From an optimization exercise on the open Yosys and OpenROAD flow, aimed at small area; shortcuts taken in it are not production practice.
Only simulation tests tie the RTL to the original design; equivalence was not proved.
In this run the design's own scripts or RTL, not TritonCTS, make the clock network.
The flow treats the clock pin as an ideal source. Dropping or thinning the clock tree relies on that and would not hold on a real chip.
Power is estimated from default activity; no workload was simulated.

<file path="flow/design.v">
module sync_fifo_sp #(
	parameter W_WIDTH = 32,
	parameter R_WIDTH = 8,
	parameter DEPTH   = 24
)(
	input                          clk,
	input                          rst_n,
	input                          wr_en,
	input      [W_WIDTH-1:0]       din,
	input                          rd_en,
	output     [R_WIDTH-1:0]       dout,
	output                         wfull,
	output                         rempty,
	output     [$clog2(DEPTH):0]   fifo_cnt
);
localparam AW = $clog2(DEPTH);
localparam SP = W_WIDTH / R_WIDTH;
localparam KW = $clog2(SP);
localparam NB = DEPTH * SP;           
localparam NG = NB / 3;               
localparam N4 = NG / 4;               
reg [AW-1:0] w_ptr;
reg [AW-1:0] r_ptr;       
reg [KW-1:0] k;           
reg          busy;
reg [AW-1:0] cnt;         
assign fifo_cnt = {1'b0, cnt};
assign wfull  = cnt[AW-1] & cnt[AW-2];
assign rempty = cnt == 0;
wire wacc = wr_en & ~wfull;
wire fin  = busy & (k == SP - 1);
wire racc = rd_en & ~rempty & ~(fin & (cnt == 1));
wire w_lo7 = &w_ptr[2:0];
wire r_lo7 = &r_ptr[2:0];
wire [1:0] w_hi_n = (w_ptr[4:3] == 2'd2) ? 2'd0 : w_ptr[4:3] + 1'b1;
wire [1:0] r_hi_n = (r_ptr[4:3] == 2'd2) ? 2'd0 : r_ptr[4:3] + 1'b1;
always @(posedge clk or negedge rst_n) begin
	if (~rst_n) begin
		w_ptr <= 0;
		r_ptr <= 0;
		busy  <= 1'b0;
		k     <= 0;
		cnt   <= 0;
	end else begin
		if (wacc) begin
			w_ptr[2:0] <= w_ptr[2:0] + 1'b1;
			if (w_lo7)
				w_ptr[4:3] <= w_hi_n;
		end
		if (fin) begin
			r_ptr[2:0] <= r_ptr[2:0] + 1'b1;
			if (r_lo7)
				r_ptr[4:3] <= r_hi_n;
		end
		busy <= (busy & ~fin) | racc;
		if (busy)
			k <= k + 1'b1;
		if (wacc & ~fin)
			cnt <= cnt + 1'b1;
		else if (~wacc & fin)
			cnt <= cnt - 1'b1;
	end
end
reg  [W_WIDTH-1:0] mem   [0:DEPTH-1];
wire [W_WIDTH-1:0] mem_d [0:DEPTH-1];
wire [NB-1:0]      bsel;               
wire [R_WIDTH-1:0] rd_byte;
genvar i, b, g;
wire [7:0]    wlo, rlo_n;
wire [2:0]    whi;
wire [3*SP-1:0] rhk_n;
generate
fifo_dec_wlo u_wlo (.a(w_ptr[2:0]), .y(wlo));
fifo_dec_whi u_whi (.a(w_ptr[AW-1:3]), .en(wacc), .y(whi));
fifo_dec_lo u_rlo (.a(r_ptr[2:0]), .yn(rlo_n));
fifo_dec_hk u_rhk (.h(r_ptr[AW-1:3]), .k(k), .yn(rhk_n));
for (i = 0; i < DEPTH; i = i + 1) begin : g_word
	wire we, wen;
	fifo_nand2 u_wdec (.a(whi[i / 8]), .b(wlo[i % 8]), .y(wen));
	fifo_inv   u_winv (.a(wen), .y(we));
	for (b = 0; b < W_WIDTH; b = b + 1) begin : g_bit
		fifo_ao22 u_hold (.a1(we), .a2(din[b]), .b1(wen), .b2(mem[i][b]), .y(mem_d[i][b]));
	end
	always @(posedge clk)
		mem[i] <= mem_d[i];
	for (b = 0; b < SP; b = b + 1) begin : g_byte
		fifo_nor2 u_sel (.a(rlo_n[i % 8]), .b(rhk_n[(i / 8)*SP + b]), .y(bsel[i*SP + b]));
	end
end
for (b = 0; b < R_WIDTH; b = b + 1) begin : g_out
	wire [NG-1:0] t1;
	wire [N4-1:0] t2;
	wire [3:0]    t3;
	for (g = 0; g < NG; g = g + 1) begin : g_aoi
		fifo_aoi222 u_aoi (
			.a1(bsel[3*g]),     .a2(mem[(3*g)   / SP][((3*g)   % SP)*R_WIDTH + b]),
			.b1(bsel[3*g + 1]), .b2(mem[(3*g+1) / SP][((3*g+1) % SP)*R_WIDTH + b]),
			.c1(bsel[3*g + 2]), .c2(mem[(3*g+2) / SP][((3*g+2) % SP)*R_WIDTH + b]),
			.y(t1[g]));
	end
	for (g = 0; g < N4; g = g + 1) begin : g_nand
		fifo_nand4 u_nand (.a(t1[4*g]), .b(t1[4*g+1]), .c(t1[4*g+2]), .d(t1[4*g+3]), .y(t2[g]));
	end
	for (g = 0; g < 4; g = g + 1) begin : g_nor
		fifo_nor2 u_nor (.a(t2[2*g]), .b(t2[2*g+1]), .y(t3[g]));
	end
	fifo_nand4 u_out (.a(t3[0]), .b(t3[1]), .c(t3[2]), .d(t3[3]), .y(rd_byte[b]));
end
endgenerate
assign dout = rd_byte;
endmodule
module fifo_dec_lo (input [2:0] a, output [7:0] yn);
genvar i;
generate
for (i = 0; i < 8; i = i + 1) begin : g
	assign yn[i] = a != i;
end
endgenerate
endmodule
module fifo_dec_hk (input [1:0] h, input [1:0] k, output [11:0] yn);
wire [2:0] hs;
wire [3:0] ks;
fifo_dec_h u_h (.a(h), .y(hs));
fifo_dec_k u_k (.a(k), .y(ks));
genvar i, j;
generate
for (i = 0; i < 3; i = i + 1) begin : g_h
	for (j = 0; j < 4; j = j + 1) begin : g_k
		fifo_nand2 u_n (.a(hs[i]), .b(ks[j]), .y(yn[4*i + j]));
	end
end
endgenerate
endmodule
module fifo_dec_wlo (input [2:0] a, output [7:0] y);
genvar i;
generate
for (i = 0; i < 8; i = i + 1) begin : g
	assign y[i] = a == i;
end
endgenerate
endmodule
module fifo_dec_whi (input [1:0] a, input en, output [2:0] y);
assign y = {en & (a == 2'd2), en & (a == 2'd1), en & (a == 2'd0)};
endmodule
module fifo_dec_h (input [1:0] a, output [2:0] y);
assign y = {a == 2'd2, a == 2'd1, a == 2'd0};
endmodule
module fifo_dec_k (input [1:0] a, output [3:0] y);
assign y = {a == 2'd3, a == 2'd2, a == 2'd1, a == 2'd0};
endmodule
module fifo_ao22 (input a1, input a2, input b1, input b2, output y);
assign y = (a1 & a2) | (b1 & b2);
endmodule
module fifo_aoi222 (input a1, input a2, input b1, input b2, input c1, input c2, output y);
assign y = ~((a1 & a2) | (b1 & b2) | (c1 & c2));
endmodule
module fifo_nand4 (input a, input b, input c, input d, output y);
assign y = ~(a & b & c & d);
endmodule
module fifo_inv (input a, output y);
assign y = ~a;
endmodule
module fifo_nand2 (input a, input b, output y);
assign y = ~(a & b);
endmodule
module fifo_nor2 (input a, input b, output y);
assign y = ~(a | b);
endmodule
</file>
<file path="flow/flow/run.sh">
#!/bin/bash
# The standard layout (bash standard.sh), with two changes:
#  - the clock tree is built by cts_tree.tcl (sourced as the PRE_CTS hook, it
#    replaces clock_tree_synthesis): flip-flops split by recursive bisection
#    into groups of CTREE_LEAF_SIZE, each driven by one inverter, the leaf
#    inverters grouped under mid-level inverters, all under one root buffer;
#  - port buffers of the smallest buffer cell (repair may still resize them).
set -euo pipefail
cd "$(dirname "$0")/.."
export PRE_CTS_TCL="$PWD/flow/cts_tree.tcl"
export CTREE_LEAF_CELL=sky130_fd_sc_hd__inv_8
export CTREE_LEAF_SIZE=20
export CTREE_MID_CELL=sky130_fd_sc_hd__inv_12
export CTREE_MID_SIZE=5
export CTREE_ROOT_CELL=sky130_fd_sc_hd__clkbuf_16
export BUFFER_PORTS_ARGS="-buffer_cell sky130_fd_sc_hd__buf_1"
bash standard.sh > standard.log 2>&1
</file>
<file path="flow/flow/cts_tree.tcl">
# Clock tree built in place of clock_tree_synthesis (sourced as the PRE_CTS hook).
# The flip-flops are split by recursive bisection of their placement into compact
# groups of at most CTS_LEAF_SIZE; each group gets one leaf buffer at its centre.
# The leaf buffers are grouped the same way under mid-level buffers, which a
# single root buffer next to the clock port's load centre drives. Every register
# sees the same number of buffer levels.

proc ctree_env {name default} {
  if {[info exists ::env($name)] && $::env($name) ne ""} { return $::env($name) }
  return $default
}

proc ctree_bisect {items maxn} {
  set n [llength $items]
  if {$n <= $maxn} { return [list $items] }
  set g [expr {($n + $maxn - 1) / $maxn}]
  set g1 [expr {$g / 2}]
  set k [expr {int(round(double($n) * $g1 / $g))}]
  set xs [lmap it $items {lindex $it 0}]
  set ys [lmap it $items {lindex $it 1}]
  set dx [expr {[tcl::mathfunc::max {*}$xs] - [tcl::mathfunc::min {*}$xs]}]
  set dy [expr {[tcl::mathfunc::max {*}$ys] - [tcl::mathfunc::min {*}$ys]}]
  set axis [expr {$dx >= $dy ? 0 : 1}]
  set sorted [lsort -integer -index $axis $items]
  return [concat [ctree_bisect [lrange $sorted 0 [expr {$k - 1}]] $maxn] \
                 [ctree_bisect [lrange $sorted $k end] $maxn]]
}

proc ctree_centre {items} {
  set sx 0; set sy 0
  foreach it $items { set sx [expr {$sx + [lindex $it 0]}]; set sy [expr {$sy + [lindex $it 1]}] }
  set n [llength $items]
  return [list [expr {$sx / $n}] [expr {$sy / $n}]]
}

proc ctree_buffer {block master name x y innet outnet} {
  set inst [odb::dbInst_create $block $master $name]
  set w [$master getWidth]; set h [$master getHeight]
  $inst setLocation [expr {int($x - $w / 2)}] [expr {int($y - $h / 2)}]
  $inst setPlacementStatus PLACED
  [$inst findITerm A] connect $innet
  set out [$inst findITerm X]
  if {$out eq "NULL" || $out eq ""} { set out [$inst findITerm Y] }
  $out connect $outnet
  return $inst
}

proc clock_tree_synthesis {args} {
  set db [ord::get_db]
  set block [ord::get_db_block]
  set leaf_master [$db findMaster [ctree_env CTREE_LEAF_CELL sky130_fd_sc_hd__clkbuf_4]]
  set mid_master  [$db findMaster [ctree_env CTREE_MID_CELL sky130_fd_sc_hd__clkbuf_8]]
  set root_master [$db findMaster [ctree_env CTREE_ROOT_CELL sky130_fd_sc_hd__clkbuf_16]]
  set leaf_size [ctree_env CTREE_LEAF_SIZE 16]
  set mid_size  [ctree_env CTREE_MID_SIZE 8]

  set clknet [$block findNet clk]
  set sinks {}
  foreach it [$clknet getITerms] {
    set inst [$it getInst]
    set box [$inst getBBox]
    lappend sinks [list [expr {([$box xMin] + [$box xMax]) / 2}] \
                        [expr {([$box yMin] + [$box yMax]) / 2}] $it]
  }
  puts "ctree: [llength $sinks] clock sinks"

  # leaves
  set leaves {}
  set i 0
  foreach grp [ctree_bisect $sinks $leaf_size] {
    lassign [ctree_centre $grp] cx cy
    set net [odb::dbNet_create $block "clknet_leaf_$i"]
    $net setSigType CLOCK
    foreach s $grp { set it [lindex $s 2]; $it disconnect; $it connect $net }
    lappend leaves [list $cx $cy $i]
    incr i
  }
  # mid level (none when CTREE_MID_SIZE is 0: the root drives the leaves)
  set rootnet [odb::dbNet_create $block "clknet_root"]
  $rootnet setSigType CLOCK
  if {$mid_size == 0} {
    foreach l $leaves {
      lassign $l lx ly li
      ctree_buffer $block $leaf_master "clkbuf_leaf_$li" $lx $ly $rootnet [$block findNet "clknet_leaf_$li"]
    }
    lassign [ctree_centre $leaves] cx cy
    ctree_buffer $block $root_master "clkbuf_root" $cx $cy $clknet $rootnet
    puts "ctree: [llength $leaves] leaf buffers, 1 root buffer"
    global_connect
    set_propagated_clock [all_clocks]
    return
  }
  set mids {}
  set j 0
  foreach grp [ctree_bisect $leaves $mid_size] {
    lassign [ctree_centre $grp] cx cy
    set net [odb::dbNet_create $block "clknet_mid_$j"]
    $net setSigType CLOCK
    foreach l $grp {
      lassign $l lx ly li
      ctree_buffer $block $leaf_master "clkbuf_leaf_$li" $lx $ly $net [$block findNet "clknet_leaf_$li"]
    }
    ctree_buffer $block $mid_master "clkbuf_mid_$j" $cx $cy $rootnet $net
    lappend mids [list $cx $cy $j]
    incr j
  }
  lassign [ctree_centre $mids] cx cy
  ctree_buffer $block $root_master "clkbuf_root" $cx $cy $clknet $rootnet
  puts "ctree: [llength $leaves] leaf buffers, [llength $mids] mid buffers, 1 root buffer"
  global_connect
  set_propagated_clock [all_clocks]
}
</file>
<file path="flow/standard.sh">
#!/bin/bash
# synth_recipe.tcl (not shown) runs the flow's synth.tcl, then flattens the netlist and writes it again
# the make line also repeats each setting of config.mk as NAME=value (left out here)
make -C /OpenROAD-flow-scripts/flow DESIGN_CONFIG=/design/flow/config.mk WORK_HOME=/design/flow/orfs CLKGATE_MAP_FILE= SYNTH_SCRIPT=/design/flow/synth_recipe.tcl "${@:-finish}"
</file>
<file path="flow/config.mk">
export PLATFORM = sky130hd
export DESIGN_NAME = sync_fifo_sp
export DESIGN_NICKNAME = sync_fifo_sp
export VERILOG_FILES = /design/flow/design.v
export SDC_FILE = /design/flow/constraint.sdc
export NUM_CORES = 4
export LEC_CHECK = 0
export CAP_MARGIN = 20
export CORE_MARGIN = 2
export CORE_UTILIZATION = 75
export PLACE_DENSITY = 0.85
export SLEW_MARGIN = 20
export SYNTH_HIERARCHICAL = 1
export SYNTH_MINIMUM_KEEP_SIZE = 0
</file>
<file path="flow/constraint.sdc">
create_clock -name core_clock -period 5.0 [get_ports {clk}]
set_input_delay 1.0000 -clock core_clock [delete_from_list [all_inputs] [get_ports {clk}]]
set_output_delay 1.0000 -clock core_clock [all_outputs]
set_load 0.01 [all_outputs]
</file>
==> run notes <==
vias in the first global route: 21730
Fin Clk Skew: 0.01317 ns
final setup violation count: 0
grt ovf: 0
Post-synth EDFFs: 0
first-pass GRT wire length: 134.2 mm
max-slew violations: 0
Reg-to-Reg Start: cnt[3]
setup TNS: 0 ns
Avg Cell Area, Syn: 12.50 µm²
pwr dens: 636.4 nW/µm²
Area Overhead vs Synth: 6.117%
Synth top area share: 0.5716
core footprint: 35480 µm²
status: finished clean
Comb power frac: 0.257
yosys warns: 9
Port Buffer Count: 50
Post-CTS Setup Inserts: 0
clock network fraction of total power: 0.149
Via density: 8.458
crit path DAT: 3.93 ns
die height: 193.4 µm
static leakage: 11.76 nW
Crit Path Class: reg -> out
Setup crit start kind: register
DRT Wirelength: 90.56 mm
register area share after synthesis: 0.5883
Hold Vio Cnt, Final: 0
Initial DRT Pass Iterations: 12
Tightest Hold Check Type: in -> async
Initial DRC Count: 5208
CTS Hold Bufs: 0
Tot GR Track Use: 0.4589
placed cell area: 27910 µm²
FMAX: 203.0 MHz
total of max-cap violations: 0
post-synthesis register bit count: 786
Post-route DRC: 0
Synth Net Count: 2195
Antenna diodes: 0
Critical Path RT: 4.00 ns
Worst Setup End Kind: output port
DP HPWL: 53.12 mm
RR Endpoint: mem[1][28]
Filler cells: 2221
Skew-Pair Late Insertion Delay: 0.57 ns
initial core utilization: 0.7581
RSZ-0062 raised after global routing: false
Die Footprint: 37400 µm²
clock slew at reported path FFs: 0.10 ns
fraction of registers with async set/reset: 0.02290
Vias: 23180
GP Congestion: 1.056
part of the cycle the worst path needs: 0.9853
PostCTS Resize Cnt: 0
post-synthesis cell type count: 41
VDD IR max: 0.4606 mV
R2R depth: 7
minimum clock period: 4.927 ns
Die X: 193.4 µm
top_reg_cell synth: dfxtp_1
largest area contributor in the netlist: dfxtp_1
area of the mapped netlist: 26900 µm²
Synth area leaders: dfxtp_1, a22o_1, a222oi_1
largest net degree at the start of global routing: 34
Syn Inst Count: 2152
DR WL/cell: 33.05 µm
number of routed nets with antenna violations: 0
Max-slew headroom: 0.2180
row cnt: 69
layout cells sized above 1: 0.05529
register-to-register setup slack: 2.01 ns
cell internal pwr: 0.01168 W
IO Pins: 52
switching power: 0.006485 W
sequential share of power: 0.593
initial antenna violation count: 0
Slew @ Worst Pin: 1.173 ns
nets: 2324
Final Cell Area: 28540 µm²
crit-path max FO: 8
switching share of power: 0.3570
-- critical path: stages (launching register included) --
cell	delay, ns
dfrtp_1	0.44
and2_2	0.23
nand2_1	0.46
nor2_1	0.35
a222oi_1	0.86
nand4_1	0.22
nor2_1	0.29
nand4_1	0.28
buf_1	0.22
-- cell families after synthesis --
group                      Yosys count  synth area share
muxes                                6          0.002465
adders and majority gates            7          0.003256
and+or+nand+nor                    280           0.05089
AOI/OAI and AO/OA                 1033            0.3475
other                                1         0.0001394
xor gates and xnor gates            10          0.003256
DFF                                786            0.5883
buffers and inverters               29          0.004187
-- per-module statistics from Yosys, one instance, submodules excluded, a selection --
module        cells  times used  flops+latches
fifo_dec_whi      3           1              0
fifo_dec_k        4           1              0
fifo_aoi222       1         256              0
fifo_nand2        1          36              0
fifo_nand4        1          72              0
fifo_nor2         1         128              0
fifo_dec_h        3           1              0
fifo_ao22         1         768              0
fifo_dec_lo       8           1              0
fifo_dec_wlo      8           1              0
fifo_inv          1          24              0
sync_fifo_sp    842           1            786
-- placed cells by master (no fill, tap or decap), types with 5 or more instances in the layout --
cell / n
inv_12: 8
clkbuf_2: 33
a22o_1: 768
dfrtp_1: 18
buf_1: 17
xor2_1: 6
dfxtp_1: 768
buf_4: 29
a222oi_1: 256
mux2_2: 5
nand4_1: 75
inv_1: 27
inv_8: 40
nor2_1: 132
ha_1: 7
nand2_1: 40
-- Yosys cell counts (2+ instances only) --
cell,instances
a22o_1,768
o21ai_0,3
and3b_1,2
nand3b_1,3
or3b_1,3
and2b_2,2
inv_1,27
a21oi_1,2
a222oi_1,256
xnor2_1,4
nand4_1,75
ha_1,7
nor2_1,132
mux2_2,5
nand2_1,40
nor3b_1,3
nand3_1,2
and3b_2,3
xor2_1,6
dfrtp_1,18
dfxtp_1,768
nor3_1,2
nor2b_1,3
-- state kept, by name (all words and copies together) (netlist names) --
register,flops
k,2
mem,768
r_ptr,5
busy,1
cnt,5
w_ptr,5
-- how the worst max path moves through the flow --
stage | from | end | slack, ns
after floorplan | wr_en | mem[0][0] | 1.74
after global placement | r_ptr[2] | dout[6] | 1.04
after detailed placement | r_ptr[1] | dout[6] | 1.04
after CTS | r_ptr[1] | dout[6] | 0.43
after global routing | r_ptr[0] | dout[0] | 0.11
final | k[1] | dout[0] | 0.07
-- routing by layer --
metal	vias to the layer above	wire length, µm	track usage
li1	9535	-	-
met1	11090	32500	0.6353
met2	2119	36560	0.6448
met3	436	15380	0.1496
met4	0	6118	0.2332
met5	-	0	0
-- stage by stage --
step	util	hold slack (ns)	std cells	setup WS, ns	power [W]
after floorplan	-	0.4383	2152	1.744	0.01335
after global placement	0.7866	0.4503	2690	1.038	0.01487
after detailed placement	0.7866	0.4527	2690	1.039	0.01519
after CTS	0.8036	0.4802	2739	0.4349	0.01784
after global routing	0.8044	0.3949	2740	0.1110	0.01884
final	0.8044	0.3835	2740	0.07342	0.01816
-- power by group through the flow --
stage	Combinational, W	Sequential (W)	Clock, W
3_3_place_gp	0.00422	0.0106	0
6_report	0.00467	0.0108	0.00271
2_1_floorplan	0.00317	0.0102	0
3_5_place_dp	0.00447	0.0107	0
5_1_grt	0.00491	0.0110	0.00295
4_1_cts	0.00448	0.0107	0.00270
-- cell type report --
| class | instances | area, µm² | share of cell area |
|---|---|---|---|
| buffer | 1 | 25.02 | 0.0008767 |
| sequential | 786 | 15830 | 0.5544 |
| multi-input combinational | 1337 | 10960 | 0.3840 |
| inverter | 75 | 681.9 | 0.02389 |
| tap | 461 | 576.8 | 0.02021 |
| timing repair buffer | 80 | 474.2 | 0.01661 |

static timing again, ports no longer ideal:
How much do the figures lean on ideal ports? The routed layout below was timed once more, with nothing changed but the port constraints. Step 1 assumes that a clkbuf_16 drives the clock port and a buf_2 every other input. Step 2, shift: input delay + t, output delay - t, t = (earliest + latest rising clock arrival at the registers) / 2. This alone moves slack from input paths to output paths. Three values: ideal, step 1, step 2; two values: the first two.
shift t [ns]: 0.628
setup WS [ns]: 0.073 / 0.008 / 0.636
hold WS [ns]: 0.383 / 0.340 / 0.478
worst setup path after step 2: register to output
cell pins on the clock port's net: 1
After both steps this run still meets setup and hold. The setup slack of this run moves by -0.065 ns with the drivers and by +0.563 ns with both steps.
